Context: an optimization exercise on an open-source flow, tuned for small area. The choices shown serve that exercise and are no tape-out recipe. RTL that was checked went through simulation tests only; none was proved equivalent to the original. Power is estimated from default activity; no workload was simulated.

== run E ==
==> flow/design.v <==
module pll(
	input clk,
	input reset,
	input sig_in,
	input [6:0] phase_adj,      
	input [11:0] delay_adj,     
	input [15:0] default_freq,  
	output osc_out,
	output reg sig_bad,
	output [14-1:0] per_avg);
	reg [15:0] freq, freq_nxt, diff;
	reg        pd_up_d, pd_dn_d;
	reg        fb, fb_nxt, fb_d1, sig, sig_dly, sig_buf_dly, osc, osc_dly;
	reg        sig_bad_nxt;
	reg [768 - 1:0] sig_buffer;
	wire sig_buf = sig_buffer[768 - 1];
	reg [23:0] ctr, ctr_nxt, osc_nxt;
	reg [16:0] freq_nxt_x;
	assign osc_out = ctr[23];
	always @(*) begin
		ctr_nxt = ctr + {8'b0, freq};
		osc_nxt = ctr_nxt + {phase_adj, 17'b0};
		freq_nxt_x = {1'b0, freq} + {diff[15], diff};
		if(!reset)
			freq_nxt = default_freq;
		else if(freq_nxt_x[16])
			freq_nxt = 16'hFFFF;  
		else
			freq_nxt = freq_nxt_x[15:0];
	end
	always @(posedge clk or negedge reset) begin
		if(!reset) begin
			ctr     <= 24'b0;
			osc     <= 1'b0;
		end else begin
			ctr     <= ctr_nxt;
			osc     <= osc_nxt[23];
		end
	end
	always @(posedge clk) begin
		freq    <= freq_nxt;
		osc_dly <= osc;
		pd_up_d <= pd_up;
		pd_dn_d <= pd_dn;
	end
	reg [1:0] err, err_prev, err_dif;
	reg       pd_up, pd_up_nxt, pd_dn, pd_dn_nxt;
	wire sig_edge = sig_buf && !sig_buf_dly;
	wire fb_edge;
	always @(*) begin
		pd_up_nxt = ((pd_up && pd_dn) || sig_bad) ? 1'b0 : pd_up | sig_edge;
		pd_dn_nxt = ((pd_up && pd_dn) || sig_bad) ? 1'b0 : pd_dn | fb_edge;
		err      = {1'b0, pd_up} - {1'b0, pd_dn};
		err_prev = {1'b0, pd_up_d} - {1'b0, pd_dn_d};
		err_dif  = err - err_prev;
		diff     = {{9{err[1]}}, err, 5'b0} + {err_dif, 14'b0};
	end
	always @(posedge clk or negedge reset) begin
		if(!reset) begin
			pd_up   <= 1'b0;
			pd_dn   <= 1'b0;
		end else begin
			pd_up   <= pd_up_nxt;
			pd_dn   <= pd_dn_nxt;
		end
	end
	reg [11:0] dly_ctr, dly_ctr_nxt, dly_ctr_max;
	always @(*) begin
		dly_ctr_nxt = dly_ctr;
		fb_nxt = fb;
		if(osc ^ osc_dly)
			dly_ctr_nxt = dly_ctr_max;
		else if(!dly_ctr)
			fb_nxt = osc;
		else
			dly_ctr_nxt = dly_ctr - 1;
	end
	always @(posedge clk or negedge reset) begin
		if(!reset) begin
			dly_ctr   <= 12'b0;
			sig       <= 1'b0;
		end else begin
			dly_ctr   <= dly_ctr_nxt;
			sig       <= sig_in;
		end
	end
	always @(posedge clk) begin
		fb          <= fb_nxt;
		dly_ctr_max <= delay_adj;
		sig_dly     <= sig;
		sig_buf_dly <= sig_buf;
		fb_d1       <= fb;
	end
	reg [14-1:0] per_buffer[4 - 1:0];
	reg [14-1:0] per_ctr, per_ctr_nxt, trn_ctr, trn_ctr_nxt;
	reg     [9:0] bad_ctr, bad_ctr_nxt;
	reg    [11:0] post_bad_ctr, post_bad_ctr_nxt;
	reg     [3:0] flush_ctr, flush_ctr_nxt;
	reg           per_upd, per_upd_nxt, per_upd_d, post_bad_cnt, post_bad_cnt_nxt;
	wire [14:0] per_buf_sum00 = {1'b0, per_buffer[0]} + {1'b0, per_buffer[1]};
	wire [14:0] per_buf_sum01 = {1'b0, per_buffer[2]} + {1'b0, per_buffer[3]};
	wire [14:0] per_buf_sum10 = {1'b0, per_buf_sum00[14:1]} + {1'b0, per_buf_sum01[14:1]};
	wire [14-1:0] per_avg_r = per_buf_sum10[14:1];
	assign per_avg = reset ? per_avg_r : 14'b0;
	wire not_flushed = |(flush_ctr);
	always @(*) begin
		if(per_upd_d)
			per_ctr_nxt = 14'b0;
		else
			per_ctr_nxt = per_ctr + 1;
		per_upd_nxt = fb && !fb_d1;
		if(per_upd_nxt && not_flushed)
			flush_ctr_nxt = flush_ctr - 1;
		else
			flush_ctr_nxt = flush_ctr;
		if(sig ^ sig_dly)
			trn_ctr_nxt = 1'b0;
		else if(trn_ctr == 14'h3FFF)
			trn_ctr_nxt = trn_ctr;
		else
			trn_ctr_nxt = trn_ctr + 1;
		if((sig ^ sig_dly && (trn_ctr < {2'b0, per_avg_r[14-1:2]})) ||
		   (trn_ctr > per_avg_r) || not_flushed)
			bad_ctr_nxt = 768;
		else if(bad_ctr == 10'b0)
			bad_ctr_nxt = 10'b0;
		else
			bad_ctr_nxt = bad_ctr - 1;
		post_bad_ctr_nxt = post_bad_ctr;
		post_bad_cnt_nxt = post_bad_cnt;
		if(bad_ctr) begin
			post_bad_ctr_nxt = per_avg_r[14-1:2];
		end else if(post_bad_ctr && (post_bad_cnt || fb_edge)) begin
			post_bad_ctr_nxt = post_bad_ctr - 1;
			post_bad_cnt_nxt = 1'b1;
		end else if(!post_bad_ctr) begin
			post_bad_ctr_nxt = 12'b0;
			post_bad_cnt_nxt = 1'b0;
		end
		sig_bad_nxt = (|(bad_ctr)) || (|(post_bad_ctr));
	end
	always @(posedge clk or negedge reset) begin
		if(!reset) begin
			trn_ctr      <= 14'b0;
			per_upd      <= 1'b1;
			bad_ctr      <= 10'b0;
			sig_bad      <= 1'b0;
			post_bad_ctr <= 12'b0;
			post_bad_cnt <= 1'b0;
			flush_ctr    <= 8;
		end else begin
			trn_ctr      <= trn_ctr_nxt;
			per_upd      <= per_upd_nxt;
			bad_ctr      <= bad_ctr_nxt;
			sig_bad      <= sig_bad_nxt;
			post_bad_ctr <= post_bad_ctr_nxt;
			post_bad_cnt <= post_bad_cnt_nxt;
			flush_ctr    <= flush_ctr_nxt;
		end
	end
	integer i;
	always @(posedge clk) begin
		per_upd_d <= per_upd;
		per_ctr   <= per_ctr_nxt;
		if(per_upd_d) begin
			for(i = 0; i < 4 - 1; i = i + 1)
				per_buffer[i + 1] <= per_buffer[i];
			per_buffer[0] <= per_ctr;
		end
		sig_buffer <= {sig_buffer[768-2:0], sig_dly};
	end
	reg [2:0] fe_n, fe_n_nxt;
	reg [9:0] fe_ctr, fe_ctr_nxt, fe_gap;
	reg [2:0] fe_sel;
	assign fb_edge = (fe_n != 3'd0) && (fe_ctr == 10'd0);
	always @(*) begin
		fe_sel = fe_n - {2'b0, per_upd | per_upd_d};
		case(fe_sel)
			3'd1:    fe_gap = {8'b10111111, per_upd, !per_upd};
			3'd2:    fe_gap = per_buffer[0][9:0];
			3'd3:    fe_gap = per_buffer[1][9:0];
			default: fe_gap = per_buffer[2][9:0];
		endcase
		fe_n_nxt = fe_n + {2'b0, per_upd_nxt} - {2'b0, fb_edge};
		if(fb_edge && fe_n != 3'd1)
			fe_ctr_nxt = fe_gap;
		else if(per_upd_nxt && (fe_n == 3'd0 || fb_edge))
			fe_ctr_nxt = 768 - 1;
		else
			fe_ctr_nxt = fe_ctr - 1;
	end
	always @(posedge clk or negedge reset) begin
		if(!reset)
			fe_n <= 3'd0;
		else
			fe_n <= fe_n_nxt;
	end
	always @(posedge clk)
		fe_ctr <= fe_ctr_nxt;
endmodule
Settings: LEC_CHECK=0, CAP_MARGIN=20, CORE_MARGIN=2, CORE_UTILIZATION=45, SLEW_MARGIN=20; clock period 10.0 ns.
standard.sh (not shown) runs the stock make flow with config.mk's settings and CLKGATE_MAP_FILE= SYNTH_SCRIPT=/design/flow/synth_recipe.tcl, a recipe that flattens the netlist after the stock synthesis.
==> flow/flow/run.sh <==
#!/bin/bash
# Standard ORFS layout, with two changes: CTS uses small clock buffers in
# larger clusters and no dummy loads, and the port buffers are the smallest
# buffer cell.
set -euo pipefail
export CTS_ARGS="-sink_clustering_enable -repair_clock_nets -dont_use_dummy_load -buf_list sky130_fd_sc_hd__clkbuf_8 -sink_clustering_size 20 -sink_clustering_max_diameter 50"
export BUFFER_PORTS_ARGS="-buffer_cell sky130_fd_sc_hd__buf_1"
bash standard.sh synth > synth.log 2>&1
bash standard.sh finish > finish.log 2>&1
Edits applied to the flow inputs when going from run E to run C:
diff --git a/flow/design.v b/flow/design.v
--- a/flow/design.v
+++ b/flow/design.v
@@ -64,16 +64,20 @@
 			pd_dn   <= pd_dn_nxt;
 		end
 	end
-	reg [11:0] dly_ctr, dly_ctr_nxt, dly_ctr_max;
+	reg [11:0] dly_ctr, dly_ctr_nxt;
 	always @(*) begin
 		dly_ctr_nxt = dly_ctr;
 		fb_nxt = fb;
 		if(osc ^ osc_dly)
-			dly_ctr_nxt = dly_ctr_max;
-		else if(!dly_ctr)
-			fb_nxt = osc;
-		else
-			dly_ctr_nxt = dly_ctr - 1;
+			dly_ctr_nxt = dly_ctr;
+		else begin
+			if(!dly_ctr)
+				fb_nxt = osc;
+			else
+				dly_ctr_nxt = dly_ctr - 1;
+			if(osc_nxt[23] ^ osc)
+				dly_ctr_nxt = delay_adj;
+		end
 	end
 	always @(posedge clk or negedge reset) begin
 		if(!reset) begin
@@ -86,7 +90,6 @@
 	end
 	always @(posedge clk) begin
 		fb          <= fb_nxt;
-		dly_ctr_max <= delay_adj;
 		sig_dly     <= sig;
 		sig_buf_dly <= sig_buf;
 		fb_d1       <= fb;
[summary]
- Run C vs run E: die area down slightly
- Final total power, run C and run E, higher one = run C.
- Run C ended with less share of layout cells above drive strength 1 than run E.
- Final cell count ends up higher on run C.
- Row clock slew at the register clock pins of the worst setup and hold paths: run C higher / run E lower
- Relative to run E, diode insertion count for antenna repair has gone down in run C.
- Delta (run C minus run E): met1 demand-to-capacity share in global routing went down 0.25 points, xor/xnor cell area share of the yosys netlist has increased.
- Summary of run C over run E: adder-cell share of the synthesized area roughly the same, first-pass GRT wire length lower.
No functional check of the RTL was part of run E.

==> re-timing with driven ports <==
Ports are ideal in the flow. The routed layouts listed here were re-timed in OpenROAD.
Step 1 assumes that a clkbuf_16 drives the clock port and a buf_2 every other input.
Step 2, shift: input delay + t, output delay - t, t = (earliest + latest rising clock arrival at the registers) / 2. This alone moves slack from input paths to output paths.
Slacks: ideal ports / drivers / drivers and shift; pairs: ideal ports / drivers.
run | t, ns | slack for setup (ns) | worst setup path after step 2 | latest minus earliest clock arrival (ns) | worst slew at a driven data input, ns
run E | 0.680 | 2.388 / 2.337 / 3.018 | register to output | 0.096 / 0.095 | 0.05
run C | 0.664 | 2.687 / 2.638 / 3.302 | register to output | 0.092 / 0.092 | 0.05
After both steps every run listed still meets setup and hold.
